Background: an optimization exercise with open tools, aiming at small area and a short achievable clock period. Do not read the settings as production practice.
Only simulation tests tie the RTL to the original design; equivalence was not proved.
Power is estimated from default activity; no workload was simulated.

## flow/design.v

```verilog
module ALU(
        input               clk,
        input  logic [7:0]  number1,number2,
        input  logic [0:3]  opcode,
        output logic [15:0] resultant
    );
reg [2:0] pre_r, pre_q;
always @(*) begin
    if (number2 >= 8'd8) begin
        pre_q = 3'd0;
        pre_r = number1[7:5];
    end else begin
        case ({number2[2:0], number1[7:5]})
            6'd0: begin pre_q = 3'd7; pre_r = 3'd0; end
            6'd1: begin pre_q = 3'd7; pre_r = 3'd1; end
            6'd2: begin pre_q = 3'd7; pre_r = 3'd2; end
            6'd3: begin pre_q = 3'd7; pre_r = 3'd3; end
            6'd4: begin pre_q = 3'd7; pre_r = 3'd4; end
            6'd5: begin pre_q = 3'd7; pre_r = 3'd5; end
            6'd6: begin pre_q = 3'd7; pre_r = 3'd6; end
            6'd7: begin pre_q = 3'd7; pre_r = 3'd7; end
            6'd8: begin pre_q = 3'd0; pre_r = 3'd0; end
            6'd9: begin pre_q = 3'd1; pre_r = 3'd0; end
            6'd10: begin pre_q = 3'd2; pre_r = 3'd0; end
            6'd11: begin pre_q = 3'd3; pre_r = 3'd0; end
            6'd12: begin pre_q = 3'd4; pre_r = 3'd0; end
            6'd13: begin pre_q = 3'd5; pre_r = 3'd0; end
            6'd14: begin pre_q = 3'd6; pre_r = 3'd0; end
            6'd15: begin pre_q = 3'd7; pre_r = 3'd0; end
            6'd16: begin pre_q = 3'd0; pre_r = 3'd0; end
            6'd17: begin pre_q = 3'd0; pre_r = 3'd1; end
            6'd18: begin pre_q = 3'd1; pre_r = 3'd0; end
            6'd19: begin pre_q = 3'd1; pre_r = 3'd1; end
            6'd20: begin pre_q = 3'd2; pre_r = 3'd0; end
            6'd21: begin pre_q = 3'd2; pre_r = 3'd1; end
            6'd22: begin pre_q = 3'd3; pre_r = 3'd0; end
            6'd23: begin pre_q = 3'd3; pre_r = 3'd1; end
            6'd24: begin pre_q = 3'd0; pre_r = 3'd0; end
            6'd25: begin pre_q = 3'd0; pre_r = 3'd1; end
            6'd26: begin pre_q = 3'd0; pre_r = 3'd2; end
            6'd27: begin pre_q = 3'd1; pre_r = 3'd0; end
            6'd28: begin pre_q = 3'd1; pre_r = 3'd1; end
            6'd29: begin pre_q = 3'd1; pre_r = 3'd2; end
            6'd30: begin pre_q = 3'd2; pre_r = 3'd0; end
            6'd31: begin pre_q = 3'd2; pre_r = 3'd1; end
            6'd32: begin pre_q = 3'd0; pre_r = 3'd0; end
            6'd33: begin pre_q = 3'd0; pre_r = 3'd1; end
            6'd34: begin pre_q = 3'd0; pre_r = 3'd2; end
            6'd35: begin pre_q = 3'd0; pre_r = 3'd3; end
            6'd36: begin pre_q = 3'd1; pre_r = 3'd0; end
            6'd37: begin pre_q = 3'd1; pre_r = 3'd1; end
            6'd38: begin pre_q = 3'd1; pre_r = 3'd2; end
            6'd39: begin pre_q = 3'd1; pre_r = 3'd3; end
            6'd40: begin pre_q = 3'd0; pre_r = 3'd0; end
            6'd41: begin pre_q = 3'd0; pre_r = 3'd1; end
            6'd42: begin pre_q = 3'd0; pre_r = 3'd2; end
            6'd43: begin pre_q = 3'd0; pre_r = 3'd3; end
            6'd44: begin pre_q = 3'd0; pre_r = 3'd4; end
            6'd45: begin pre_q = 3'd1; pre_r = 3'd0; end
            6'd46: begin pre_q = 3'd1; pre_r = 3'd1; end
            6'd47: begin pre_q = 3'd1; pre_r = 3'd2; end
            6'd48: begin pre_q = 3'd0; pre_r = 3'd0; end
            6'd49: begin pre_q = 3'd0; pre_r = 3'd1; end
            6'd50: begin pre_q = 3'd0; pre_r = 3'd2; end
            6'd51: begin pre_q = 3'd0; pre_r = 3'd3; end
            6'd52: begin pre_q = 3'd0; pre_r = 3'd4; end
            6'd53: begin pre_q = 3'd0; pre_r = 3'd5; end
            6'd54: begin pre_q = 3'd1; pre_r = 3'd0; end
            6'd55: begin pre_q = 3'd1; pre_r = 3'd1; end
            6'd56: begin pre_q = 3'd0; pre_r = 3'd0; end
            6'd57: begin pre_q = 3'd0; pre_r = 3'd1; end
            6'd58: begin pre_q = 3'd0; pre_r = 3'd2; end
            6'd59: begin pre_q = 3'd0; pre_r = 3'd3; end
            6'd60: begin pre_q = 3'd0; pre_r = 3'd4; end
            6'd61: begin pre_q = 3'd0; pre_r = 3'd5; end
            6'd62: begin pre_q = 3'd0; pre_r = 3'd6; end
            6'd63: begin pre_q = 3'd1; pre_r = 3'd0; end
            default: begin pre_q = 3'd0; pre_r = 3'd0; end
        endcase
    end
end
reg [7:0] a, b;
reg [3:0] op;
reg [2:0] r_pre, q_pre;
always @(posedge clk) begin
    a  <= number1;
    b  <= number2;
    op <= opcode;
    r_pre <= pre_r;
    q_pre <= pre_q;
end
wire        sub = (op == 1);
wire [7:0]  bx = b ^ {8{sub}};
wire [8:0]  ac;
wire [8:0]  addsub;
assign ac[0] = sub;
genvar k;
generate for (k = 0; k < 8; k = k + 1) begin : add
    assign addsub[k] = a[k] ^ bx[k] ^ ac[k];
    assign ac[k+1] = (a[k] & bx[k]) | (a[k] & ac[k]) | (bx[k] & ac[k]);
end endgenerate
assign addsub[8] = ac[8];
wire [15:0] prod;
mul8 u_mul (.a(a), .b(b), .p(prod));
wire [7:0] q;
wire [7:0] rem;
wire [9:0] b3 = {2'b00, b} + {1'b0, b, 1'b0};
wire [3:0] x3 = {r_pre, a[4:4]};
wire [3:0] r3;
wire [9:0] m1_3 = {2'b00, b};
wire [4:0] c1_3;
assign c1_3[0] = 1'b1;
wire [3:0] y1_3 = ~m1_3[3:0];
assign c1_3[1] = (x3[0] & y1_3[0]) | (x3[0] & c1_3[0]) | (y1_3[0] & c1_3[0]);
assign c1_3[2] = (x3[1] & y1_3[1]) | (x3[1] & c1_3[1]) | (y1_3[1] & c1_3[1]);
assign c1_3[3] = (x3[2] & y1_3[2]) | (x3[2] & c1_3[2]) | (y1_3[2] & c1_3[2]);
assign c1_3[4] = (x3[3] & y1_3[3]) | (x3[3] & c1_3[3]) | (y1_3[3] & c1_3[3]);
wire [4:0] d1_3 = {~c1_3[4], x3 ^ y1_3 ^ c1_3[3:0]};
wire ge1_3 = ~d1_3[4] & (b < 9'd16);
wire [0:0] qd3 = ge1_3;
assign r3 = ge1_3 ? d1_3[3:0] : x3;
wire [4:0] x4 = {r3, a[3:3]};
wire [4:0] r4;
wire [9:0] m1_4 = {2'b00, b};
wire [5:0] c1_4;
assign c1_4[0] = 1'b1;
wire [4:0] y1_4 = ~m1_4[4:0];
assign c1_4[1] = (x4[0] & y1_4[0]) | (x4[0] & c1_4[0]) | (y1_4[0] & c1_4[0]);
assign c1_4[2] = (x4[1] & y1_4[1]) | (x4[1] & c1_4[1]) | (y1_4[1] & c1_4[1]);
assign c1_4[3] = (x4[2] & y1_4[2]) | (x4[2] & c1_4[2]) | (y1_4[2] & c1_4[2]);
assign c1_4[4] = (x4[3] & y1_4[3]) | (x4[3] & c1_4[3]) | (y1_4[3] & c1_4[3]);
assign c1_4[5] = (x4[4] & y1_4[4]) | (x4[4] & c1_4[4]) | (y1_4[4] & c1_4[4]);
wire [5:0] d1_4 = {~c1_4[5], x4 ^ y1_4 ^ c1_4[4:0]};
wire ge1_4 = ~d1_4[5] & (b < 9'd32);
wire [0:0] qd4 = ge1_4;
assign r4 = ge1_4 ? d1_4[4:0] : x4;
wire [5:0] x5 = {r4, a[2:2]};
wire [5:0] r5;
wire [9:0] m1_5 = {2'b00, b};
wire [6:0] d1_5 = {1'b0, x5} - {1'b0, m1_5[5:0]};
wire ge1_5 = ~d1_5[6] & (b < 9'd64);
wire [0:0] qd5 = ge1_5;
assign r5 = ge1_5 ? d1_5[5:0] : x5;
wire [6:0] x6 = {r5, a[1:1]};
wire [6:0] r6;
wire [9:0] m1_6 = {2'b00, b};
wire [7:0] d1_6 = {1'b0, x6} - {1'b0, m1_6[6:0]};
wire ge1_6 = ~d1_6[7] & (b < 9'd128);
wire [0:0] qd6 = ge1_6;
assign r6 = ge1_6 ? d1_6[6:0] : x6;
wire [7:0] x7 = {r6, a[0:0]};
wire [7:0] r7;
wire [9:0] m1_7 = {2'b00, b};
wire [8:0] d1_7 = {1'b0, x7} - {1'b0, m1_7[7:0]};
wire ge1_7 = ~d1_7[8];
wire [0:0] qd7 = ge1_7;
assign r7 = ge1_7 ? d1_7[7:0] : x7;
assign q = {q_pre, qd3, qd4, qd5, qd6, qd7};
assign rem = r7;
wire bz = (b == 8'd0);
always @(posedge clk) begin
    case (op)
        0:       resultant <= {7'd0, addsub[8], addsub[7:0]};
        1:       resultant <= {{8{~addsub[8]}}, addsub[7:0]};
        2:       resultant <= prod;
        3:       resultant <= {{8{bz}}, q};
        4:       resultant <= {8'd0, rem};
        default: resultant <= resultant;
    endcase
end
endmodule
module mul8(input [7:0] a, input [7:0] b, output [15:0] p);
wire [63:0] pp;
ppgen u_pp (.a(a), .b(b), .pp(pp));
wire s0, c0;
fa1 u_ha0 (.x(pp[6]), .y(pp[13]), .z(1'b1), .s(s0), .c(c0));
wire s1, c1;
fa1 u_fa1 (.x(pp[7]), .y(pp[14]), .z(pp[21]), .s(s1), .c(c1));
wire s2, c2;
fa1 u_ha2 (.x(pp[28]), .y(pp[35]), .z(1'b1), .s(s2), .c(c2));
wire s3, c3;
fa1 u_fa3 (.x(pp[15]), .y(pp[22]), .z(pp[29]), .s(s3), .c(c3));
wire s4, c4;
fa1 u_ha4 (.x(pp[36]), .y(pp[43]), .z(1'b1), .s(s4), .c(c4));
wire s5, c5;
fa1 u_fa5 (.x(pp[23]), .y(pp[30]), .z(pp[37]), .s(s5), .c(c5));
wire s6, c6;
fa1 u_ha6 (.x(pp[4]), .y(pp[11]), .z(1'b1), .s(s6), .c(c6));
wire s7, c7;
fa1 u_fa7 (.x(pp[5]), .y(pp[12]), .z(pp[19]), .s(s7), .c(c7));
wire s8, c8;
fa1 u_ha8 (.x(pp[26]), .y(pp[33]), .z(1'b1), .s(s8), .c(c8));
wire s9, c9;
fa1 u_fa9 (.x(pp[20]), .y(pp[27]), .z(pp[34]), .s(s9), .c(c9));
wire s10, c10;
fa1 u_fa10 (.x(pp[41]), .y(pp[48]), .z(s0), .s(s10), .c(c10));
wire s11, c11;
fa1 u_fa11 (.x(pp[42]), .y(pp[49]), .z(pp[56]), .s(s11), .c(c11));
wire s12, c12;
fa1 u_fa12 (.x(s1), .y(s2), .z(c0), .s(s12), .c(c12));
wire s13, c13;
fa1 u_fa13 (.x(pp[50]), .y(pp[57]), .z(s3), .s(s13), .c(c13));
wire s14, c14;
fa1 u_fa14 (.x(s4), .y(c1), .z(c2), .s(s14), .c(c14));
wire s15, c15;
fa1 u_fa15 (.x(pp[44]), .y(pp[51]), .z(pp[58]), .s(s15), .c(c15));
wire s16, c16;
fa1 u_fa16 (.x(s5), .y(c3), .z(c4), .s(s16), .c(c16));
wire s17, c17;
fa1 u_fa17 (.x(pp[31]), .y(pp[38]), .z(pp[45]), .s(s17), .c(c17));
wire s18, c18;
fa1 u_fa18 (.x(pp[52]), .y(pp[59]), .z(c5), .s(s18), .c(c18));
wire s19, c19;
fa1 u_fa19 (.x(pp[39]), .y(pp[46]), .z(pp[53]), .s(s19), .c(c19));
wire s20, c20;
fa1 u_ha20 (.x(pp[3]), .y(pp[10]), .z(1'b1), .s(s20), .c(c20));
wire s21, c21;
fa1 u_fa21 (.x(pp[18]), .y(pp[25]), .z(pp[32]), .s(s21), .c(c21));
wire s22, c22;
fa1 u_fa22 (.x(pp[40]), .y(s7), .z(s8), .s(s22), .c(c22));
wire s23, c23;
fa1 u_fa23 (.x(s9), .y(s10), .z(c7), .s(s23), .c(c23));
wire s24, c24;
fa1 u_fa24 (.x(s11), .y(s12), .z(c9), .s(s24), .c(c24));
wire s25, c25;
fa1 u_fa25 (.x(s13), .y(s14), .z(c11), .s(s25), .c(c25));
wire s26, c26;
fa1 u_fa26 (.x(s15), .y(s16), .z(c13), .s(s26), .c(c26));
wire s27, c27;
fa1 u_fa27 (.x(s17), .y(s18), .z(c15), .s(s27), .c(c27));
wire s28, c28;
fa1 u_fa28 (.x(pp[60]), .y(s19), .z(c17), .s(s28), .c(c28));
wire s29, c29;
fa1 u_fa29 (.x(pp[47]), .y(pp[54]), .z(pp[61]), .s(s29), .c(c29));
wire s30, c30;
fa1 u_ha30 (.x(pp[2]), .y(pp[9]), .z(1'b1), .s(s30), .c(c30));
wire s31, c31;
fa1 u_fa31 (.x(pp[17]), .y(pp[24]), .z(s20), .s(s31), .c(c31));
wire s32, c32;
fa1 u_fa32 (.x(s6), .y(s21), .z(c20), .s(s32), .c(c32));
wire s33, c33;
fa1 u_fa33 (.x(c6), .y(s22), .z(c21), .s(s33), .c(c33));
wire s34, c34;
fa1 u_fa34 (.x(c8), .y(s23), .z(c22), .s(s34), .c(c34));
wire s35, c35;
fa1 u_fa35 (.x(c10), .y(s24), .z(c23), .s(s35), .c(c35));
wire s36, c36;
fa1 u_fa36 (.x(c12), .y(s25), .z(c24), .s(s36), .c(c36));
wire s37, c37;
fa1 u_fa37 (.x(c14), .y(s26), .z(c25), .s(s37), .c(c37));
wire s38, c38;
fa1 u_fa38 (.x(c16), .y(s27), .z(c26), .s(s38), .c(c38));
wire s39, c39;
fa1 u_fa39 (.x(c18), .y(s28), .z(c27), .s(s39), .c(c39));
wire s40, c40;
fa1 u_fa40 (.x(c19), .y(s29), .z(c28), .s(s40), .c(c40));
wire s41, c41;
fa1 u_fa41 (.x(pp[55]), .y(pp[62]), .z(c29), .s(s41), .c(c41));
wire [15:0] r0 = {1'b1, pp[63], s41, s40, s39, s38, s37, s36, s35, s34, s33, s32, s31, pp[16], pp[1], pp[0]};
wire [15:0] r1 = {1'b1, c41, c40, c39, c38, c37, c36, c35, c34, c33, c32, c31, c30, s30, pp[8], 1'b1};
wire [15:0] np;
wire [16:0] cc;
assign cc[0] = 1'b1;
genvar g;
generate for (g = 0; g < 16; g = g + 1) begin : cpa
  fa1 u_fa (.x(r0[g]), .y(r1[g]), .z(cc[g]), .s(np[g]), .c(cc[g+1]));
end endgenerate
assign p = ~np;
endmodule
module ppgen(input [7:0] a, input [7:0] b, output [63:0] pp);
genvar i, j;
generate for (i = 0; i < 8; i = i + 1) begin : row
    for (j = 0; j < 8; j = j + 1) begin : col
        nand1 u_nand (.x(a[j]), .y(b[i]), .z(pp[8*i+j]));
    end
end endgenerate
endmodule
module nand1(input x, input y, output z);
assign z = ~(x & y);
endmodule
module fa1(input x, input y, input z, output s, output c);
assign s = x ^ y ^ z;
assign c = (x & y) | (x & z) | (y & z);
endmodule
module han1(input x, input y, output s, output c);
assign s = ~(x ^ y);
assign c = x | y;
endmodule
module ha1(input x, input y, output s, output c);
assign s = x ^ y;
assign c = x & y;
endmodule
```

## flow/flow/run.sh

```bash
#!/bin/bash
# The standard layout, with plain buf_2 cells as the port buffers.
# The whole make output goes to standard.log in the work folder.
bash standard.sh BUFFER_PORTS_ARGS="-buffer_cell sky130_fd_sc_hd__buf_2" finish > standard.log 2>&1
```

## flow/config.mk

```make
export PLATFORM = sky130hd
export DESIGN_NAME = ALU
export DESIGN_NICKNAME = ALU
export VERILOG_FILES = /design/flow/design.v
export SDC_FILE = /design/flow/constraint.sdc
export NUM_CORES = 4
export LEC_CHECK = 0
export ABC_AREA = 1
export CAP_MARGIN = 20
export CORE_MARGIN = 2
export CORE_UTILIZATION = 75
export CTS_BUF_LIST = sky130_fd_sc_hd__clkbuf_8
export SLEW_MARGIN = 20
export SYNTH_HIERARCHICAL = 1
export SYNTH_MINIMUM_KEEP_SIZE = 0
```

## flow/standard.sh

```bash
#!/bin/bash
# synth_recipe.tcl (not shown) runs the flow's synth.tcl, then flattens the netlist and writes it again
# the make line also repeats each setting of config.mk as NAME=value (left out here)
make -C /OpenROAD-flow-scripts/flow DESIGN_CONFIG=/design/flow/config.mk WORK_HOME=/design/flow/orfs CLKGATE_MAP_FILE= SYNTH_SCRIPT=/design/flow/synth_recipe.tcl "${@:-finish}"
```

## flow/constraint.sdc

```tcl
create_clock -name core_clock -period 38.0 [get_ports {clk}]
set_input_delay 7.6000 -clock core_clock [delete_from_list [all_inputs] [get_ports {clk}]]
set_output_delay 7.6000 -clock core_clock [all_outputs]
set_load 0.01 [all_outputs]
```

==> run summary, run 1 <==
initial antenna violation count 0; Area after DPL 0.00539 mm2; PD cells 38.3 mW/mm2; Largest delay share family, worst path adder cells; sequential fraction of the synthesis area 19.7%; CP bufs+invs 10; DIE AREA 0.00745 mm2; crit path DAT 8.74 ns; hold path cells 2; Hold Crit Class register to register; ant diodes 0; Nets 784; Fmax 115 MHz; final wirelength 12.3 mm; Critical Path RT 38.05 ns; RSZ-0062 raised after global routing false; layout cell share with drive strength beyond 1 11.5%; Detail Placement HPWL 9.50 mm; root buffer cell clkbuf_8; syn_area_per_cell 8.35 um2; Boundary Pins 37; Tot Pwr 211 uW; number of distinct library cells after synthesis 47; hold buffers post-CTS 0; final worst-path cycle share 22.9%; post-route DRC violation count 0; count of input and output buffers 36; crit path time final 8.68 ns; Post-CTS Setup Inserts 0; R2R setup slack 29.32 ns; Die Wd 86.3 um; CTS resizes 0; area of the multi-input gates 0.00375 mm2; Pre-antenna DRT Iters 5; simple-gate share of the synthesized area 26.5%; Crit Reg-Reg Endpoint resultant[1]; fin area 0.00550 mm2; grt met1 use 43.3%; overall routing resource usage 35.9%; grt ovf 0; Synth Instances 609; vias per std cell 5.99; grt met3 use 5.33%; actual slew at the worst max-slew pin 0.703 ns; # rows 30; clock-pin slew on the worst setup and hold paths 0.08 ns; Clock Latency Late Sink 0.31 ns; skew final 0.00694 ns; XOR/XNOR Fraction of Synth Area 2.58%; CTS tree done; vias in the first global route 4553; Max-Cap Viols 0; Post-Syn Area 0.00508 mm2; Hold EP resultant[6]; global-route wire length before repair 20.7 mm; clk sink count 42; Synth Warn # 7; r2r startpoint b[1]; Iter 0 DRT Violations 331; Fin. Hold Viols 0; CTS buffer count 5; largest family of logic cells by synthesized area adder cells; Worst path most repeated cell nand2_1; fillcell total 454; register bit total from synthesis 42; htree depth 2; largest net degree at the start of global routing 17; outcome no timing/DRC/antenna violations; setup violators final 0; Worst Hold Launch q_pre[1]; DR vias 4442; Slew Limit Fails 0; post-DR wirelength/cell 16.5 um; IR drop worst, VDD 34.3 uV; area grow syn2layout 8.27%; Worst Setup End Kind register; post-synthesis compound-gate area fraction 7.41%; sequential cell area 0.00100 mm2; critical path launch point type register; met2 usage 64.4%; post-synthesis adder-cell area fraction 36.4%; critical path class register to register; leakage 0.00261 uW; Placer Congestion 0.977; largest fanout on the critical path 12; Initial Util 76.1%; Max Buffers Root-to-Sink 2; Slew headroom 53.1%; gr busiest metal met2; antenna-violating nets left 0; multiplexer area fraction after synthesis 0%; Max stage delay on crit path 0.70 ns; DIE HEIGHT 86.3 um; Post-Route Setup TNS 0 ns; worst reg-to-reg path cell count 47; Core Area 0.00668 mm2; crit path max-delay cell type dfxtp_1
==> tightest hold or removal path, delay by kind of cell (launching register included) <==
| family | cells | cell delay (ns) |
|---|---|---|
| simple gates | 2 | 0.21 |
| flops | 1 | 0.33 |
==> cell families (layout without fill, tap and decap cells) <==
logic type,Yosys count,after routing
AND/OR/NAND/NOR,292,292
flip-flops,42,42
buffers and inverters,96,138
AO/OA/AOI/OAI,60,60
other,1,11
XOR/XNOR,15,15
adder cells (fa/ha/maj),103,103
==> synthesized netlist by cell type, drive strengths merged <==
cell	instances	area share, %
a2111oi	1	0.17
a211oi	2	0.30
a21oi	25	2.7
a22o	1	0.17
a22oi	1	0.15
a31o	1	0.17
a31oi	1	0.12
a32o	2	0.39
a41oi	1	0.17
and2	1	0.12
buf	3	0.42
conb	1	0.074
dfxtp	26	10
edfxtp	16	9.5
fa	75	30
ha	28	6.9
inv	93	6.9
nand2	185	14
nand3	50	6.1
nand4	15	1.8
nor2	23	2.2
nor3	6	0.69
nor4	1	0.12
o2111ai	1	0.17
o211ai	2	0.30
o21a	1	0.15
o21ai	17	1.9
o21bai	1	0.15
o22ai	2	0.25
o2bb2ai	1	0.17
or2	11	1.4
xnor2	5	0.86
xor2	10	1.7
==> Yosys stat by module (local to each module, per instance), a selection <==
module | flops+latches | area [um2]
ALU | 42 | 3620
nand1 | 0 | 3.75
fa1 | 0 | 20.0
mul8 | 0 | 63.8
==> state kept, by name, indices dropped and copies added (netlist names) <==
signal	count
a	8
b	8
op	4
q_pre	3
r_pre	3
resultant	16
==> worst max-delay path by stage <==
stage                           from      endpoint  depth (start not counted)
after floorplan           number1[5]      r_pre[1]                          6
after global placement    number1[6]      r_pre[1]                          8
after detailed placement  number1[6]      r_pre[0]                          6
after CTS                       b[1]  resultant[5]                         45
after global routing            b[1]  resultant[1]                         47
final                           b[1]  resultant[1]                         47
==> where the power goes <==
| part | internal, uW | switching (uW) |
|---|---|---|
| sequential | 51.1 | 4.55 |
| clock | 21.2 | 16.2 |
| combinational | 49.0 | 68.7 |
| total | 121 | 89.5 |
==> layout make-up <==
type | count | area share, %
Timing Repair Buffer | 37 | 3.41
Clock inverter | 2 | 0.614
Multi-Input combinational cell | 481 | 68.1
Inverter | 93 | 6.34
Tap cell | 80 | 1.82
Clock buffer | 6 | 1.50
Sequential cell | 42 | 18.2
==> per-layer routing <==
metal  wire, um  up-vias  share of wire [%]
li1           -     2052                  -
met1       4690     2127                 38
met2       6320      212                 52
met3        785       51                6.4
met4        468        0                3.8
met5          0        -                  0
==> metrics by stage <==
stage / setup WS, ns / cells / util, % / hold slack, ns
3_5_place_dp: 29.32 / 733 / 80.6 / 0.617
3_3_place_gp: 29.41 / 733 / 80.6 / 0.618
4_1_cts: 29.42 / 741 / 82.4 / 0.633
2_1_floorplan: 29.61 / 619 / - / 0.499
5_1_grt: 28.63 / 741 / 82.4 / 0.659
6_report: 29.32 / 741 / 82.4 / 0.646
==> cell usage in the layout (no fill, tap or decap), types with 16 or more instances in the layout <==
cell and n:
buf_2 36, nor2_1 21, nand2_1 180, ha_1 28, nand3_1 41, a21oi_1 22, edfxtp_1 16, inv_1 91
dfxtp_1 26, fa_1 75
==> run 2, diff against run 1 <==
--- a/flow/config.mk
+++ b/flow/config.mk
@@ -10,3 +10,3 @@
 export CORE_MARGIN = 2
-export CORE_UTILIZATION = 75
+export CORE_UTILIZATION = 60
 export CTS_BUF_LIST = sky130_fd_sc_hd__clkbuf_8
==> run summary, run 2 <==
Core Area 0.00822 mm2 (+23%); top cells by count, synth nand2_1, inv_1, fa_1, nand3_1, ha_1; largest net degree at the start of global routing 17 (unchanged); most common cell in the synthesized netlist nand2_1; Iter 0 DRT Violations 291 (-12%); Synth Instances 609 (unchanged); commonest non-fill, non-tap cell in the layout nand2_1; DIE AREA 0.00922 mm2 (+24%); number of distinct library cells after synthesis 47 (unchanged); largest fanout on the critical path 12 (unchanged); CTS tree done; htree depth 2 (unchanged); Post-synth EDFFs 16 (unchanged); clock-pin slew on the worst setup and hold paths 0.10 ns (+0.02 ns); Boundary Pins 37 (unchanged); post-DR wirelength/cell 16.0 um (-3.0%); Synth Warn # 7 (unchanged); post-route DRC violation count 0 (unchanged); Die Wd 96.0 um (+11%); Initial Util 61.9% (-14 points); crit path time final 8.71 ns (+0.0266 ns); RSZ-0062 raised after global routing false; Hold EP resultant[6]; crit path max-delay cell type dfxtp_1; Nets 784 (unchanged); most frequent cells in the layout nand2_1, inv_1, fa_1; Worst path most repeated cell nand2_1; root buffer cell clkbuf_8; outcome no timing/DRC/antenna violations; vias in the first global route 4321 (-5.1%); Largest register FFs 16 (unchanged); Detail Placement HPWL 9.81 mm (+3.2%); actual slew at the worst max-slew pin 0.673 ns (-0.0295 ns); Pre-antenna DRT Iters 5 (unchanged); ys flop type dfxtp_1; Worst Setup End Kind register; Synth top area share 29.5% (unchanged); # rows 33 (+10%); vias per std cell 5.62 (-6.3%); leakage 0.00259 uW (-0.50%); global-route wire length before repair 20.0 mm (-3.1%); Tot Pwr 203 uW (-3.5%); register bit total from synthesis 42 (unchanged); CTS resizes 0 (unchanged); Worst Hold Launch q_pre[1]; antenna-violating nets left 0 (unchanged); worst reg-to-reg path cell count 47 (unchanged); Placer Congestion 0.920 (-5.9%); layout cell share with drive strength beyond 1 11.6% (+0.15 points); Fin. Hold Viols 0 (unchanged); count of input and output buffers 36 (unchanged); Crit Reg-Reg Endpoint resultant[1]; clk sink count 42 (unchanged); skew final 0.00947 ns (+0.00253 ns); Post-CTS Setup Inserts 0 (unchanged); Max stage delay on crit path 0.64 ns (-0.06 ns); crit path DAT 8.76 ns (+0.02 ns); hold buffers post-CTS 0 (unchanged); Synth area leaders fa_1, nand2_1, dfxtp_1, edfxtp_1, ha_1; r2r startpoint b[1]; initial antenna violation count 0 (unchanged); Area after DPL 0.00542 mm2 (+0.58%); final worst-path cycle share 22.9% (+0.070 points); Max Buffers Root-to-Sink 2 (unchanged); Post-Route Setup TNS 0 ns (unchanged); R2R setup slack 29.29 ns (-0.03 ns); DR vias 4303 (-3.1%); register bank with the most flops resultant; Slew headroom 55.1% (+2.0 points); critical path launch point type register; Synth async-reset ratio 0% (unchanged); overall routing resource usage 28.8% (-7.1 points); grt ovf 0 (unchanged); fin area 0.00551 mm2 (+0.18%); Hold Crit Class register to register; DIE HEIGHT 96.0 um (+11%); area grow syn2layout 8.47%; Fmax 115 MHz (-0.31%); Synth area leader fa_1; sequential fraction of the synthesis area 19.7% (unchanged); final wirelength 12.3 mm (+0.25%); IR drop worst, VDD 23.0 uV (-33%); Hold Slack 0.622 ns (-0.0234 ns); CTS buffer count 5 (unchanged); Max-Cap Viols 0 (unchanged); Slew Limit Fails 0 (unchanged); Post-Syn Area 0.00508 mm2 (unchanged); hold path cells 2 (unchanged); Regs by FF count resultant: 16 flops, a: 8 flops, b: 8 flops; ant diodes 0 (unchanged); critical path class register to register; PD cells 36.9 mW/mm2 (-3.6%); setup violators final 0 (unchanged); Critical Path RT 38.05 ns (about the same); syn_area_per_cell 8.35 um2 (unchanged); Clock Latency Late Sink 0.31 ns (about the same)
==> run 2: cell type report <==
class / count / area [um2]
Tap cell: 105 / 131
Inverter: 93 / 349
Fill cell: 709 / 2700
Clock inverter: 3 / 26.3
Sequential cell: 42 / 1000
Clock buffer: 5 / 68.8
Timing Repair Buffer: 37 / 188
Multi-Input combinational cell: 481 / 3750
==> run 2: per-module statistics from Yosys, one instance, submodules excluded, a selection <==
module | flops+latches | cells inside | cell area, um2 | times used
ALU | 42 | 470 | 3620 | 1
fa1 | 0 | 1 | 20.0 | 58
mul8 | 0 | 17 | 63.8 | 1
nand1 | 0 | 1 | 3.75 | 64
==> run 2: cells by family after synthesis <==
kind of cell	Yosys count	synth area share (%)
and+or+nand+nor	292	26.5
adders and majority gates	103	36.4
buffers and inverters	96	7.29
AOI/OAI and AO/OA	60	7.41
DFF	42	19.7
xor gates and xnor gates	15	2.58
other	1	0.0738
==> run 2: report_power, final <==
part / leakage (uW) / internal, uW / switching, uW / total, uW
Sequential: 0.000363 / 51.1 / 4.49 / 55.6
Clock: 0.0000495 / 13.7 / 19.1 / 32.7
Combinational: 0.00218 / 48.2 / 67.0 / 115
Total: 0.00259 / 113 / 90.5 / 203
==> run 2: worst max-delay path: cells and delay by family (launching register included) <==
kind | cells | cell delay, ns
compound gates | 1 | 0.07
fa+ha+maj | 10 | 3.56
buf+inv | 10 | 1.17
flops | 1 | 0.64
simple gates | 26 | 3.01
==> run 2: metrics by stage <==
step,std cells,utilization [%],setup WS (ns)
after CTS,766,67.1,29.38
after global placement,758,65.9,29.29
after detailed placement,758,65.9,29.24
final,766,67.1,29.29
after global routing,766,67.1,28.60
after floorplan,619,-,29.61
==> run 2: how the worst max path moves through the flow <==
stage,endpoint,from,cells after the start
4_1_cts,resultant[1],b[1],47
2_1_floorplan,r_pre[1],number1[5],6
3_5_place_dp,q_pre[2],number2[4],5
5_1_grt,resultant[1],b[1],47
6_report,resultant[1],b[1],47
3_3_place_gp,q_pre[2],number2[4],5
==> run 2: metal layers <==
metal	wire [um]	up-vias	global-route usage [%]
met5	0	-	0
met4	260	0	8.81
met3	877	26	4.46
met2	6040	163	49.1
met1	5110	2072	37.8
li1	-	2042	-
==> run 3, diff against run 2 <==
--- a/flow/design.v
+++ b/flow/design.v
@@ -110,10 +110,3 @@
 wire [9:0] m1_3 = {2'b00, b};
-wire [4:0] c1_3;
-assign c1_3[0] = 1'b1;
-wire [3:0] y1_3 = ~m1_3[3:0];
-assign c1_3[1] = (x3[0] & y1_3[0]) | (x3[0] & c1_3[0]) | (y1_3[0] & c1_3[0]);
-assign c1_3[2] = (x3[1] & y1_3[1]) | (x3[1] & c1_3[1]) | (y1_3[1] & c1_3[1]);
-assign c1_3[3] = (x3[2] & y1_3[2]) | (x3[2] & c1_3[2]) | (y1_3[2] & c1_3[2]);
-assign c1_3[4] = (x3[3] & y1_3[3]) | (x3[3] & c1_3[3]) | (y1_3[3] & c1_3[3]);
-wire [4:0] d1_3 = {~c1_3[4], x3 ^ y1_3 ^ c1_3[3:0]};
+wire [4:0] d1_3 = {1'b0, x3} - {1'b0, m1_3[3:0]};
 wire ge1_3 = ~d1_3[4] & (b < 9'd16);
@@ -124,11 +117,3 @@
 wire [9:0] m1_4 = {2'b00, b};
-wire [5:0] c1_4;
-assign c1_4[0] = 1'b1;
-wire [4:0] y1_4 = ~m1_4[4:0];
-assign c1_4[1] = (x4[0] & y1_4[0]) | (x4[0] & c1_4[0]) | (y1_4[0] & c1_4[0]);
-assign c1_4[2] = (x4[1] & y1_4[1]) | (x4[1] & c1_4[1]) | (y1_4[1] & c1_4[1]);
-assign c1_4[3] = (x4[2] & y1_4[2]) | (x4[2] & c1_4[2]) | (y1_4[2] & c1_4[2]);
-assign c1_4[4] = (x4[3] & y1_4[3]) | (x4[3] & c1_4[3]) | (y1_4[3] & c1_4[3]);
-assign c1_4[5] = (x4[4] & y1_4[4]) | (x4[4] & c1_4[4]) | (y1_4[4] & c1_4[4]);
-wire [5:0] d1_4 = {~c1_4[5], x4 ^ y1_4 ^ c1_4[4:0]};
+wire [5:0] d1_4 = {1'b0, x4} - {1'b0, m1_4[4:0]};
 wire ge1_4 = ~d1_4[5] & (b < 9'd32);
@@ -153,4 +138,38 @@
 wire [9:0] m1_7 = {2'b00, b};
-wire [8:0] d1_7 = {1'b0, x7} - {1'b0, m1_7[7:0]};
-wire ge1_7 = ~d1_7[8];
+wire [7:0] y1_7 = ~m1_7[7:0];
+wire [7:0] g1_7 = x7 & y1_7;
+wire [7:0] p1_7 = x7 ^ y1_7;
+wire G1_7_0_0 = g1_7[0] | p1_7[0];
+wire G1_7_1_1 = g1_7[1];
+wire P1_7_1_1 = p1_7[1];
+wire G1_7_2_2 = g1_7[2];
+wire P1_7_2_2 = p1_7[2];
+wire G1_7_3_3 = g1_7[3];
+wire P1_7_3_3 = p1_7[3];
+wire G1_7_4_4 = g1_7[4];
+wire P1_7_4_4 = p1_7[4];
+wire G1_7_5_5 = g1_7[5];
+wire P1_7_5_5 = p1_7[5];
+wire G1_7_6_6 = g1_7[6];
+wire P1_7_6_6 = p1_7[6];
+wire G1_7_7_7 = g1_7[7];
+wire P1_7_7_7 = p1_7[7];
+wire G1_7_1_0 = G1_7_1_1 | (P1_7_1_1 & G1_7_0_0);
+wire G1_7_3_2 = G1_7_3_3 | (P1_7_3_3 & G1_7_2_2);
+wire P1_7_3_2 = P1_7_3_3 & P1_7_2_2;
+wire G1_7_5_4 = G1_7_5_5 | (P1_7_5_5 & G1_7_4_4);
+wire P1_7_5_4 = P1_7_5_5 & P1_7_4_4;
+wire G1_7_7_6 = G1_7_7_7 | (P1_7_7_7 & G1_7_6_6);
+wire P1_7_7_6 = P1_7_7_7 & P1_7_6_6;
+wire G1_7_3_0 = G1_7_3_2 | (P1_7_3_2 & G1_7_1_0);
+wire G1_7_7_4 = G1_7_7_6 | (P1_7_7_6 & G1_7_5_4);
+wire P1_7_7_4 = P1_7_7_6 & P1_7_5_4;
+wire G1_7_7_0 = G1_7_7_4 | (P1_7_7_4 & G1_7_3_0);
+wire G1_7_2_0 = G1_7_2_2 | (P1_7_2_2 & G1_7_1_0);
+wire G1_7_4_0 = G1_7_4_4 | (P1_7_4_4 & G1_7_3_0);
+wire G1_7_5_0 = G1_7_5_4 | (P1_7_5_4 & G1_7_3_0);
+wire G1_7_6_0 = G1_7_6_6 | (P1_7_6_6 & G1_7_5_0);
+wire [7:0] ci1_7 = {G1_7_6_0, G1_7_5_0, G1_7_4_0, G1_7_3_0, G1_7_2_0, G1_7_1_0, G1_7_0_0, 1'b1};
+wire [8:0] d1_7 = {~G1_7_7_0, p1_7 ^ ci1_7};
+wire ge1_7 = G1_7_7_0;
 wire [0:0] qd7 = ge1_7;
==> run summary, run 3 <==
Die Wd 95.8 um (-0.23%); DIE AREA 0.00918 mm2 (-0.47%); commonest non-fill, non-tap cell in the layout nand2_1; register bank with the most flops resultant; Post-synth EDFFs 16 (unchanged); PD cells 36.9 mW/mm2 (about the same); critical path launch point type register; Largest delay share family, worst path flip-flops; vias in the first global route 4183 (-3.2%); worst reg-to-reg path cell count 19 (-60%); Hold Crit Class register to register; Fin. Hold Viols 0 (unchanged); CTS resizes 0 (unchanged); most frequent cells in the layout nand2_1, inv_1, fa_1; Worst Setup End Kind output port; Synth Warn # 7 (unchanged); Post-Route Setup TNS 0 ns (unchanged); number of distinct library cells after synthesis 46 (-2.1%); antenna-violating nets left 0 (unchanged); Initial Util 61.9% (about the same); Critical Path RT 30.40 ns (-7.65 ns); crit-path cells buf_2; Iter 0 DRT Violations 225 (-23%); layout cell share with drive strength beyond 1 11.0% (-0.66 points); Post-Syn Area 0.00506 mm2 (-0.49%); CTS buffer count 5 (unchanged); Max stage delay on crit path 0.40 ns (-0.24 ns); largest net degree at the start of global routing 17 (unchanged); Max Buffers Root-to-Sink 2 (unchanged); outcome no timing/DRC/antenna violations; Nets 791 (+0.89%); overall routing resource usage 28.9% (+0.070 points); htree depth 2 (unchanged); sequential fraction of the synthesis area 19.8% (+0.097 points); vias per std cell 5.63 (+0.28%); Synth area leaders fa_1, nand2_1, dfxtp_1, edfxtp_1, ha_1; Pre-antenna DRT Iters 6 (+1); ant diodes 0 (unchanged); Synth area leader fa_1; count of input and output buffers 36 (unchanged); hold path cells 2 (unchanged); IR drop worst, VDD 20.5 uV (-11%); Placer Congestion 0.875 (-4.8%); root buffer cell clkbuf_8; Largest register FFs 16 (unchanged); crit path DAT 0.86 ns (-7.90 ns); Detail Placement HPWL 9.52 mm (-3.0%); crit path time final 8.46 ns (-0.245 ns); area grow syn2layout 8.61%; Synth top area share 28.9% (-0.65 points); post-DR wirelength/cell 15.9 um (-0.91%); actual slew at the worst max-slew pin 0.719 ns (+0.0460 ns); skew final 0.0136 ns (+0.00411 ns); crit path max-delay cell type edfxtp_1; Fmax 118 MHz (+2.9%); top cells by count, synth nand2_1, inv_1, fa_1, nand3_1, ha_1; DIE HEIGHT 95.8 um (-0.23%); fin area 0.00549 mm2 (-0.36%); # rows 33 (unchanged); post-route DRC violation count 0 (unchanged); ys flop type dfxtp_1; DR vias 4332 (+0.67%); grt ovf 0 (unchanged); Boundary Pins 37 (unchanged); global-route wire length before repair 20.0 mm (-0.27%); Slew Limit Fails 0 (unchanged); Synth Instances 613 (+0.66%); leakage 0.00262 uW (+0.87%); critical path class register to output port; critical path depth in cells 1 (-98%); Core Area 0.00818 mm2 (-0.50%); Clock Latency Late Sink 0.32 ns (about the same); hold buffers post-CTS 0 (unchanged); clock-pin slew on the worst setup and hold paths 0.10 ns (about the same); largest fanout on the critical path 1 (-11); Area after DPL 0.00539 mm2 (-0.46%); Slew headroom 52.0% (-3.1 points); Tot Pwr 203 uW (-0.37%); initial antenna violation count 0 (unchanged); Regs by FF count resultant: 16 flops, a: 8 flops, b: 8 flops; most common cell in the synthesized netlist nand2_1; CTS tree done; Synth async-reset ratio 0% (unchanged); syn_area_per_cell 8.25 um2 (-1.1%); register bit total from synthesis 42 (unchanged); setup violators final 0 (unchanged); clk sink count 42 (unchanged); Max-Cap Viols 0 (unchanged); CP bufs+invs 1 (-9); final wirelength 12.2 mm (-0.52%); final worst-path cycle share 22.3% (-0.65 points); Post-CTS Setup Inserts 0 (unchanged); RSZ-0062 raised after global routing false
## run 3: changes by cell type in the layout (fill, tap and decap cells not counted), sizes merged, moves of 3 or more
cell	delta
a21oi	+5
a221oi	+3
ha	+6
inv	-5
nand2	+6
nand3	-3
nand4	-7
nor2	+4
o21ai	-5
or2	-6
xor2	+6
## run 3: power by group
group | switching, uW | internal, uW | total, uW
logic | 65.5 | 48.3 | 114
clock network | 19.6 | 13.8 | 33.4
registers | 4.46 | 51.0 | 55.5
## run 3: worst reg2reg max path: stages, from the launching register on
cell and delay, ns:
dfxtp_1 0.74, nand2_1 0.18, fa_1 0.59, fa_1 0.44, fa_1 0.40, fa_1 0.43
fa_1 0.42, fa_1 0.42, fa_1 0.43, fa_1 0.44, fa_1 0.43, fa_1 0.43
fa_1 0.44, fa_1 0.43, fa_1 0.43, fa_1 0.42, fa_1 0.46, inv_1 0.06
nand2_1 0.04, nand3_1 0.11
## run 3: kinds of logic (layout without fill, tap and decap cells)
group / after synthesis / after routing / synth area share [%]
compound gates: 60 / 60 / 7.25
flops: 42 / 42 / 19.8
other cells: 1 / 11 / 0.0741
simple gates: 287 / 287 / 24.7
buf+inv: 95 / 136 / 7.25
xor+xnor: 21 / 21 / 3.64
fa+ha+maj: 107 / 107 / 37.3
## run 3: worst paths after layout
path | start | to | slack [ns]
min reg2reg | q_pre[1] | resultant[6] | 0.74
min | q_pre[1] | resultant[6] | 0.74
max | resultant[9] | resultant[9] | 29.54
max reg2reg | b[1] | resultant[15] | 30.12
## run 3: modules after synthesis, one instance, submodules excluded, excerpt
module | cells inside | copies in the design
ALU | 474 | 1
fa1 | 1 | 58
mul8 | 17 | 1
nand1 | 1 | 64
## run 3: metal layers
| metal | global-route usage (%) | wire, um | part of all wire [%] | up-vias |
|---|---|---|---|---|
| li1 | - | - | - | 2041 |
| met1 | 37.1 | 5040 | 41 | 2082 |
| met2 | 51.4 | 6230 | 51 | 191 |
| met3 | 4.31 | 757 | 6.2 | 18 |
| met4 | 6.90 | 195 | 1.6 | 0 |
| met5 | 0 | 0 | 0 | - |
## run 3: cell type report
class                      instances  area, um2
multi-input combinational        486       3730
fill                             704       2680
sequential                        42       1000
inverter                          90        338
timing repair buffer              38        195
tap                              105        131
clock buffer                       5       68.8
clock inverter                     3       28.8
## run 3: through the flow
stage               utilization (%)  hold slack [ns]  worst slack (ns)  cells
global placement               66.0            0.735             29.35    761
floorplan                         -            0.581             29.58    623
global route                   67.2            0.777             29.49    769
CTS                            67.2            0.741             29.52    769
detailed placement             66.0            0.715             29.25    761
finish                         67.2            0.739             29.54    769
==> run 4, diff against run 3 <==
--- a/flow/design.v
+++ b/flow/design.v
@@ -131,4 +131,31 @@
 wire [9:0] m1_6 = {2'b00, b};
-wire [7:0] d1_6 = {1'b0, x6} - {1'b0, m1_6[6:0]};
-wire ge1_6 = ~d1_6[7] & (b < 9'd128);
+wire [6:0] y1_6 = ~m1_6[6:0];
+wire [6:0] g1_6 = x6 & y1_6;
+wire [6:0] p1_6 = x6 ^ y1_6;
+wire G1_6_0_0 = g1_6[0] | p1_6[0];
+wire G1_6_1_1 = g1_6[1];
+wire P1_6_1_1 = p1_6[1];
+wire G1_6_2_2 = g1_6[2];
+wire P1_6_2_2 = p1_6[2];
+wire G1_6_3_3 = g1_6[3];
+wire P1_6_3_3 = p1_6[3];
+wire G1_6_4_4 = g1_6[4];
+wire P1_6_4_4 = p1_6[4];
+wire G1_6_5_5 = g1_6[5];
+wire P1_6_5_5 = p1_6[5];
+wire G1_6_6_6 = g1_6[6];
+wire P1_6_6_6 = p1_6[6];
+wire G1_6_1_0 = G1_6_1_1 | (P1_6_1_1 & G1_6_0_0);
+wire G1_6_3_2 = G1_6_3_3 | (P1_6_3_3 & G1_6_2_2);
+wire P1_6_3_2 = P1_6_3_3 & P1_6_2_2;
+wire G1_6_5_4 = G1_6_5_5 | (P1_6_5_5 & G1_6_4_4);
+wire P1_6_5_4 = P1_6_5_5 & P1_6_4_4;
+wire G1_6_3_0 = G1_6_3_2 | (P1_6_3_2 & G1_6_1_0);
+wire G1_6_2_0 = G1_6_2_2 | (P1_6_2_2 & G1_6_1_0);
+wire G1_6_4_0 = G1_6_4_4 | (P1_6_4_4 & G1_6_3_0);
+wire G1_6_5_0 = G1_6_5_4 | (P1_6_5_4 & G1_6_3_0);
+wire G1_6_6_0 = G1_6_6_6 | (P1_6_6_6 & G1_6_5_0);
+wire [6:0] ci1_6 = {G1_6_5_0, G1_6_4_0, G1_6_3_0, G1_6_2_0, G1_6_1_0, G1_6_0_0, 1'b1};
+wire [7:0] d1_6 = {~G1_6_6_0, p1_6 ^ ci1_6};
+wire ge1_6 = G1_6_6_0 & (b < 9'd128);
 wire [0:0] qd6 = ge1_6;
==> run summary, run 4 <==
area grow syn2layout 8.34%; IR drop worst, VDD 29.2 uV (+42%); fin area 0.00548 mm2 (-0.27%); Post-synth EDFFs 16 (unchanged); Worst Setup End Kind register; Synth async-reset ratio 0% (unchanged); Slew headroom 51.9% (-0.077 points); layout cell share with drive strength beyond 1 13.1% (+2.1 points); Placer Congestion 0.910 (+3.9%); Synth area leader fa_1; Initial Util 61.8% (about the same); Nets 771 (-2.5%); syn_area_per_cell 8.51 um2 (+3.2%); clock group share of total power 16.7% (+0.2 points); Synth top area share 30.1% (+1.2 points); clock-pin slew on the worst setup and hold paths 0.10 ns (about the same); most common cell in the synthesized netlist nand2_1; Largest register FFs 16 (unchanged); CTS tree done; largest fanout on the critical path 12 (+11); root buffer cell clkbuf_8; Max stage delay on crit path 0.72 ns (+0.32 ns); Regs by FF count resultant: 16 flops, a: 8 flops, b: 8 flops; hold buffers post-CTS 0 (unchanged); crit path time final 8.48 ns (+0.0136 ns); crit path DAT 8.55 ns (+7.69 ns); CTS buffer count 5 (unchanged); largest net degree at the start of global routing 17 (unchanged); Post-Syn Area 0.00506 mm2 (about the same); Boundary Pins 37 (unchanged); # rows 33 (unchanged); critical path class register to register; htree depth 2 (unchanged); Iter 0 DRT Violations 161 (-28%); most frequent cells in the layout nand2_1, inv_1, fa_1; top cells by count, synth nand2_1, inv_1, fa_1, nand3_1, ha_1; Synth Warn # 7 (unchanged); CTS resizes 0 (unchanged); Fin. Hold Viols 0 (unchanged); Post-Route Setup TNS 0 ns (unchanged); Die Wd 95.8 um (about the same); final worst-path cycle share 22.3% (+0.036 points); leakage 0.00259 uW (-0.81%); sequential fraction of the synthesis area 19.8% (about the same); clk sink count 42 (unchanged); critical path launch point type register; vias per std cell 5.55 (-1.4%); register bank with the most flops resultant; Synth Instances 594 (-3.1%); antenna-violating nets left 0 (unchanged); ys flop type dfxtp_1; Pre-antenna DRT Iters 4 (-2); Area after DPL 0.00538 mm2 (-0.23%); number of distinct library cells after synthesis 47 (+2.2%); Max-Cap Viols 0 (unchanged); outcome no timing/DRC/antenna violations; vias in the first global route 4300 (+2.8%); overall routing resource usage 28.0% (-0.84 points); commonest non-fill, non-tap cell in the layout nand2_1; DIE AREA 0.00918 mm2 (about the same); Fmax 118 MHz (-0.16%); P_sw 86.5 uW (-3.5%); post-DR wirelength/cell 15.4 um (-3.0%); Detail Placement HPWL 9.23 mm (-3.1%); DR vias 4155 (-4.1%); grt ovf 0 (unchanged); Int Pwr 111 uW (-1.6%); Sw Share 43.7% (-0.47 points); register bit total from synthesis 42 (unchanged); actual slew at the worst max-slew pin 0.719 ns (+0.000186 ns); ant diodes 0 (unchanged); Hold Crit Class register to register; PD cells 36.1 mW/mm2 (-2.2%); initial antenna violation count 0 (unchanged); Worst path most repeated cell nand2_1; post-route DRC violation count 0 (unchanged); Reg power frac 28.0% (+0.6 points); Max Buffers Root-to-Sink 2 (unchanged); Clock Latency Late Sink 0.31 ns (about the same); Post-CTS Setup Inserts 0 (unchanged); DIE HEIGHT 95.8 um (about the same); crit path max-delay cell type dfxtp_1; count of input and output buffers 36 (unchanged); final core utilization 67.0% (-0.18 points); combinational share of power 55.3% (-0.9 points); skew final 0.00477 ns (-0.00881 ns); Core Area 0.00818 mm2 (unchanged); Hold Slack 0.724 ns (-0.0144 ns); Critical Path RT 38.07 ns (+7.67 ns); Slew Limit Fails 0 (unchanged); Synth area leaders fa_1, nand2_1, dfxtp_1, edfxtp_1, ha_1; Tot Pwr 198 uW (-2.4%); setup violators final 0 (unchanged); final wirelength 11.5 mm (-5.6%); global-route wire length before repair 19.7 mm (-1.2%); RSZ-0062 raised after global routing false
==> run 4: cell types whose count changed in the layout (fill, tap and decap cells not counted), sizes merged, moves of 3 or more <==
cell	delta
nor2	-7
xor2	-6
nand2	-5
fa	+3
==> run 4: stage by stage <==
step	cells	setup WS [ns]
CTS	748	29.52
global placement	740	29.34
global route	748	28.81
detailed placement	740	29.29
floorplan	604	29.58
finish	748	29.52
==> run 4: worst paths after layout <==
check           start      endpoint  slack (ns)  cells after the start
max              b[1]  resultant[2]       29.52                     41
min reg2reg  q_pre[1]  resultant[6]        0.72                      2
min          q_pre[1]  resultant[6]        0.72                      2
max reg2reg      b[1]  resultant[2]       29.52                     41
==> run 4: final cells by class <==
| type | instances | area [um2] |
|---|---|---|
| clock buffer | 5 | 68.8 |
| clock inverter | 3 | 28.8 |
| fill | 720 | 2700 |
| inverter | 90 | 343 |
| multi-input combinational | 467 | 3720 |
| sequential | 42 | 1000 |
| tap | 105 | 131 |
| timing repair buffer | 36 | 180 |
==> run 4: per-layer routing <==
metal / wire length (um) / vias to the layer above / global-route usage, % / part of all wire, %
met3: 630 / 16 / 5.01 / 5.5
met1: 4850 / 2034 / 35.7 / 42
met2: 5830 / 127 / 48.7 / 51
met4: 223 / 0 / 8.69 / 1.9
met5: 0 / - / 0 / 0
li1: - / 1978 / - / -
==> run 4: Yosys stat by module, one instance, submodules excluded, excerpt <==
module | copies in the design | area (um2) | cells
nand1 | 64 | 3.75 | 1
mul8 | 1 | 63.8 | 17
ALU | 1 | 3590 | 455
fa1 | 58 | 20.0 | 1
==> run 4: power by group through the flow <==
stage	clock (uW)	sequential (uW)	combinational, uW
after floorplan	0	56.0	85.5
after global placement	0	56.4	105
after detailed placement	0	56.5	110
after CTS	33.3	55.4	110
after global routing	35.1	56.1	128
final	33.0	55.4	109
==> run 4: logic make-up after synthesis <==
family,after synthesis,synth area share (%)
and+or+nand+nor,270,24.1
adders and majority gates,108,38.0
buffers and inverters,95,7.28
AOI/OAI and AO/OA,61,7.84
DFF,42,19.8
xor gates and xnor gates,17,2.94
other,1,0.0742
==> run 4: worst max-delay path: cells and delay by family (launching register included) <==
kind / cells / cell delay, ns
and+or+nand+nor: 22 / 2.26
AOI/OAI and AO/OA: 7 / 1.44
adders and majority gates: 6 / 2.49
DFF: 1 / 0.72
buffers and inverters: 6 / 1.34
==> run 5, diff against run 4 <==
--- a/flow/design.v
+++ b/flow/design.v
@@ -110,4 +110,20 @@
 wire [9:0] m1_3 = {2'b00, b};
-wire [4:0] d1_3 = {1'b0, x3} - {1'b0, m1_3[3:0]};
-wire ge1_3 = ~d1_3[4] & (b < 9'd16);
+wire [3:0] y1_3 = ~m1_3[3:0];
+wire [3:0] g1_3 = x3 & y1_3;
+wire [3:0] p1_3 = x3 ^ y1_3;
+wire G1_3_0_0 = g1_3[0] | p1_3[0];
+wire G1_3_1_1 = g1_3[1];
+wire P1_3_1_1 = p1_3[1];
+wire G1_3_2_2 = g1_3[2];
+wire P1_3_2_2 = p1_3[2];
+wire G1_3_3_3 = g1_3[3];
+wire P1_3_3_3 = p1_3[3];
+wire G1_3_1_0 = G1_3_1_1 | (P1_3_1_1 & G1_3_0_0);
+wire G1_3_3_2 = G1_3_3_3 | (P1_3_3_3 & G1_3_2_2);
+wire P1_3_3_2 = P1_3_3_3 & P1_3_2_2;
+wire G1_3_3_0 = G1_3_3_2 | (P1_3_3_2 & G1_3_1_0);
+wire G1_3_2_0 = G1_3_2_2 | (P1_3_2_2 & G1_3_1_0);
+wire [3:0] ci1_3 = {G1_3_2_0, G1_3_1_0, G1_3_0_0, 1'b1};
+wire [4:0] d1_3 = {~G1_3_3_0, p1_3 ^ ci1_3};
+wire ge1_3 = G1_3_3_0 & (b < 9'd16);
 wire [0:0] qd3 = ge1_3;
@@ -117,4 +133,23 @@
 wire [9:0] m1_4 = {2'b00, b};
-wire [5:0] d1_4 = {1'b0, x4} - {1'b0, m1_4[4:0]};
-wire ge1_4 = ~d1_4[5] & (b < 9'd32);
+wire [4:0] y1_4 = ~m1_4[4:0];
+wire [4:0] g1_4 = x4 & y1_4;
+wire [4:0] p1_4 = x4 ^ y1_4;
+wire G1_4_0_0 = g1_4[0] | p1_4[0];
+wire G1_4_1_1 = g1_4[1];
+wire P1_4_1_1 = p1_4[1];
+wire G1_4_2_2 = g1_4[2];
+wire P1_4_2_2 = p1_4[2];
+wire G1_4_3_3 = g1_4[3];
+wire P1_4_3_3 = p1_4[3];
+wire G1_4_4_4 = g1_4[4];
+wire P1_4_4_4 = p1_4[4];
+wire G1_4_1_0 = G1_4_1_1 | (P1_4_1_1 & G1_4_0_0);
+wire G1_4_3_2 = G1_4_3_3 | (P1_4_3_3 & G1_4_2_2);
+wire P1_4_3_2 = P1_4_3_3 & P1_4_2_2;
+wire G1_4_3_0 = G1_4_3_2 | (P1_4_3_2 & G1_4_1_0);
+wire G1_4_2_0 = G1_4_2_2 | (P1_4_2_2 & G1_4_1_0);
+wire G1_4_4_0 = G1_4_4_4 | (P1_4_4_4 & G1_4_3_0);
+wire [4:0] ci1_4 = {G1_4_3_0, G1_4_2_0, G1_4_1_0, G1_4_0_0, 1'b1};
+wire [5:0] d1_4 = {~G1_4_4_0, p1_4 ^ ci1_4};
+wire ge1_4 = G1_4_4_0 & (b < 9'd32);
 wire [0:0] qd4 = ge1_4;
@@ -124,4 +159,28 @@
 wire [9:0] m1_5 = {2'b00, b};
-wire [6:0] d1_5 = {1'b0, x5} - {1'b0, m1_5[5:0]};
-wire ge1_5 = ~d1_5[6] & (b < 9'd64);
+wire [5:0] y1_5 = ~m1_5[5:0];
+wire [5:0] g1_5 = x5 & y1_5;
+wire [5:0] p1_5 = x5 ^ y1_5;
+wire G1_5_0_0 = g1_5[0] | p1_5[0];
+wire G1_5_1_1 = g1_5[1];
+wire P1_5_1_1 = p1_5[1];
+wire G1_5_2_2 = g1_5[2];
+wire P1_5_2_2 = p1_5[2];
+wire G1_5_3_3 = g1_5[3];
+wire P1_5_3_3 = p1_5[3];
+wire G1_5_4_4 = g1_5[4];
+wire P1_5_4_4 = p1_5[4];
+wire G1_5_5_5 = g1_5[5];
+wire P1_5_5_5 = p1_5[5];
+wire G1_5_1_0 = G1_5_1_1 | (P1_5_1_1 & G1_5_0_0);
+wire G1_5_3_2 = G1_5_3_3 | (P1_5_3_3 & G1_5_2_2);
+wire P1_5_3_2 = P1_5_3_3 & P1_5_2_2;
+wire G1_5_5_4 = G1_5_5_5 | (P1_5_5_5 & G1_5_4_4);
+wire P1_5_5_4 = P1_5_5_5 & P1_5_4_4;
+wire G1_5_3_0 = G1_5_3_2 | (P1_5_3_2 & G1_5_1_0);
+wire G1_5_2_0 = G1_5_2_2 | (P1_5_2_2 & G1_5_1_0);
+wire G1_5_4_0 = G1_5_4_4 | (P1_5_4_4 & G1_5_3_0);
+wire G1_5_5_0 = G1_5_5_4 | (P1_5_5_4 & G1_5_3_0);
+wire [5:0] ci1_5 = {G1_5_4_0, G1_5_3_0, G1_5_2_0, G1_5_1_0, G1_5_0_0, 1'b1};
+wire [6:0] d1_5 = {~G1_5_5_0, p1_5 ^ ci1_5};
+wire ge1_5 = G1_5_5_0 & (b < 9'd64);
 wire [0:0] qd5 = ge1_5;
==> run summary, run 5 <==
Core Area 0.00777 mm2 (-5.0%); Post-Route Setup TNS 0 ns (unchanged); ant diodes 0 (unchanged); Max-Cap Viols 0 (unchanged); Nets 725 (-6.0%); area grow syn2layout 8.44% (about the same); Post-synth EDFFs 16 (unchanged); Fmax 115 MHz (-2.1%); layout cell share with drive strength beyond 1 12.9% (-0.14 points); final worst-path cycle share 22.8% (+0.49 points); Worst Setup End Kind register; sequential fraction of the synthesis area 20.7% (+0.91 points); clock-pin slew on the worst setup and hold paths 0.10 ns (about the same); Regs by FF count resultant: 16 flops, a: 8 flops, b: 8 flops; setup violators final 0 (unchanged); Placer Congestion 0.893 (-1.9%); most frequent cells in the layout nand2_1, fa_1, inv_1; Max stage delay on crit path 0.83 ns (+0.11 ns); initial antenna violation count 0 (unchanged); actual slew at the worst max-slew pin 1.03 ns (+0.308 ns); Largest register FFs 16 (unchanged); most common cell in the synthesized netlist nand2_1; Synth top area share 33.5% (+3.4 points); IR drop worst, VDD 25.9 uV (-11%); Pre-antenna DRT Iters 5 (+1); CTS tree done; Synth async-reset ratio 0% (unchanged); CTS resizes 0 (unchanged); Reg power frac 28.7% (+0.7 points); htree depth 2 (unchanged); Initial Util 62.2% (+0.40 points); critical path class register to register; Sw Share 43.2% (-0.51 points); outcome no timing/DRC/antenna violations; register bit total from synthesis 42 (unchanged); antenna-violating nets left 0 (unchanged); Die Wd 93.8 um (-2.1%); largest net degree at the start of global routing 17 (unchanged); Synth area leaders fa_1, nand2_1, dfxtp_1, edfxtp_1, ha_1; largest fanout on the critical path 13 (+1); DR vias 3962 (-4.6%); P_sw 83.9 uW (-3.0%); Synth Instances 546 (-8.1%); vias per std cell 5.68 (+2.2%); combinational share of power 56.4% (+1.1 points); post-DR wirelength/cell 16.9 um (+9.6%); Clock Latency Late Sink 0.31 ns (about the same); post-route DRC violation count 0 (unchanged); clock group share of total power 14.9% (-1.8 points); placed cells 690 (-6.8%); global-route wire length before repair 20.1 mm (+1.6%); crit path DAT 8.73 ns (+0.18 ns); CTS buffer count 5 (unchanged); count of input and output buffers 36 (unchanged); overall routing resource usage 29.9% (+1.8 points); Detail Placement HPWL 9.29 mm (+0.71%); Synth Warn # 7 (unchanged); Post-CTS Setup Inserts 0 (unchanged); vias in the first global route 4097 (-4.7%); syn_area_per_cell 8.85 um2 (+4.0%); Synth area leader fa_1; Worst path most repeated cell nand2_1; critical path launch point type register; DIE AREA 0.00879 mm2 (-4.2%); clk sink count 42 (unchanged); Post-Syn Area 0.00483 mm2 (-4.4%); Critical Path RT 38.06 ns (about the same); top cells by count, synth nand2_1, fa_1, inv_1, nand3_1, ha_1; Max Buffers Root-to-Sink 2 (unchanged); crit path time final 8.66 ns (+0.185 ns); RSZ-0062 raised after global routing false; Boundary Pins 37 (unchanged); root buffer cell clkbuf_8; leakage 0.00242 uW (-6.9%); Int Pwr 110 uW (-0.93%); skew final 0.0181 ns (+0.0134 ns); Slew Limit Fails 0 (unchanged); DIE HEIGHT 93.8 um (-2.1%); Hold Crit Class register to register; Final Non-Filler Cells 698 (-6.7%); Slew headroom 31.5% (-20 points); # rows 32 (-3.0%); hold buffers post-CTS 0 (unchanged); number of distinct library cells after synthesis 44 (-6.4%); Iter 0 DRT Violations 274 (+70%); final wirelength 11.8 mm (+2.3%); PD cells 37.0 mW/mm2 (+2.6%); ys flop type dfxtp_1; crit path max-delay cell type dfxtp_1; Tot Pwr 194 uW (-1.8%); Fin. Hold Viols 0 (unchanged); Hold Slack 0.629 ns (-0.0948 ns); grt ovf 0 (unchanged); commonest non-fill, non-tap cell in the layout nand2_1; register bank with the most flops resultant
## run 5: logic make-up after synthesis
family	after synthesis	share of synthesized area [%]
and+or+nand+nor	231	20.7
adders and majority gates	109	40.8
AOI/OAI and AO/OA	65	8.33
buffers and inverters	82	6.55
other	1	0.0776
DFF	42	20.7
xor gates and xnor gates	16	2.90
## run 5: power groups by stage
stage	combinational, uW	clock [uW]	sequential (uW)
after detailed placement	110	0	56.8
after global placement	103	0	56.7
after CTS	110	29.3	55.7
after floorplan	80.7	0	56.1
after global routing	124	30.7	56.3
final	110	28.9	55.8
## run 5: layout make-up
type | instances | area (um2)
Clock buffer | 5 | 68.8
Clock inverter | 3 | 13.8
Fill cell | 656 | 2520
Inverter | 77 | 289
Multi-Input combinational cell | 432 | 3550
Sequential cell | 42 | 1000
Tap cell | 102 | 128
Timing Repair Buffer | 37 | 188
## run 5: Yosys stat by module, one instance, submodules excluded, excerpt
module	flip-flops and latches	cells inside
ALU	42	407
mul8	0	17
fa1	0	1
nand1	0	1
## run 5: per-stage QoR
| stage | setup slack, ns | utilization [%] | area [um2] |
|---|---|---|---|
| detailed placement | 29.15 | 66.4 | 5160 |
| global route | 28.68 | 67.5 | 5240 |
| CTS | 29.36 | 67.5 | 5240 |
| floorplan | 29.32 | - | 4870 |
| global placement | 29.17 | 66.4 | 5160 |
| finish | 29.34 | 67.5 | 5240 |
## run 5: worst paths after layout
kind / start / endpoint / slack [ns] / cells after the start
worst max-delay path: b[2] / resultant[7] / 29.34 / 43
worst min register to register: q_pre[0] / resultant[5] / 0.63 / 2
worst max register to register: b[2] / resultant[7] / 29.34 / 43
worst min-delay path: q_pre[0] / resultant[5] / 0.63 / 2
## run 5: metal layers
| metal | global-route usage (%) | routed length, um | part of all wire, % |
|---|---|---|---|
| met5 | 0 | 0 | 0 |
| met1 | 38.2 | 4830 | 41 |
| met4 | 8.33 | 240 | 2.0 |
| met3 | 3.13 | 517 | 4.4 |
| met2 | 53.9 | 6210 | 53 |
## run 5: critical path: cells and delay by family (launching register included)
kind | cells | cell delay, ns
AOI/OAI and AO/OA | 12 | 1.65
xor gates and xnor gates | 1 | 0.15
adders and majority gates | 8 | 2.66
buffers and inverters | 5 | 0.74
DFF | 1 | 0.83
and+or+nand+nor | 17 | 2.40

==> what the ideal ports hide <==
In the flow no input, the clock included, has a driving cell. The finished layouts below were timed again as built, in two steps.
Step 1 (the two cells are an assumption about what drives the block):
set clk [get_ports {clk}]
set_driving_cell -lib_cell sky130_fd_sc_hd__clkbuf_16 $clk
set_driving_cell -lib_cell sky130_fd_sc_hd__buf_2 [delete_from_list [all_inputs] $clk]
Step 2 times the ports against the registers' clock, not the clock port: input delays grow and output delays shrink by t, the midpoint of the rising clock arrivals with the driver on.
Slacks: ideal ports / drivers / drivers and shift; pairs: ideal ports / drivers.
run | t, ns | setup WS [ns] | hold WS [ns] | worst setup path at the end | clock arrival spread, ns
run 1 | 0.337 | 29.316 / 29.316 / 29.275 | 0.646 / 0.646 / 0.646 | input to register | 0.008 / 0.008
run 2 | 0.338 | 29.290 / 29.290 / 29.258 | 0.622 / 0.622 / 0.622 | input to register | 0.010 / 0.010
run 3 | 0.347 | 29.535 / 29.500 / 29.259 | 0.739 / 0.739 / 0.739 | input to register | 0.013 / 0.014
run 4 | 0.335 | 29.522 / 29.522 / 29.258 | 0.724 / 0.724 / 0.724 | input to register | 0.006 / 0.006
run 5 | 0.328 | 29.337 / 29.337 / 29.143 | 0.629 / 0.629 / 0.629 | input to register | 0.018 / 0.018
After both steps every run listed still meets setup and hold. The setup slack of run 3, which loses most, moves by -0.035 ns with the drivers and by -0.276 ns with both steps.
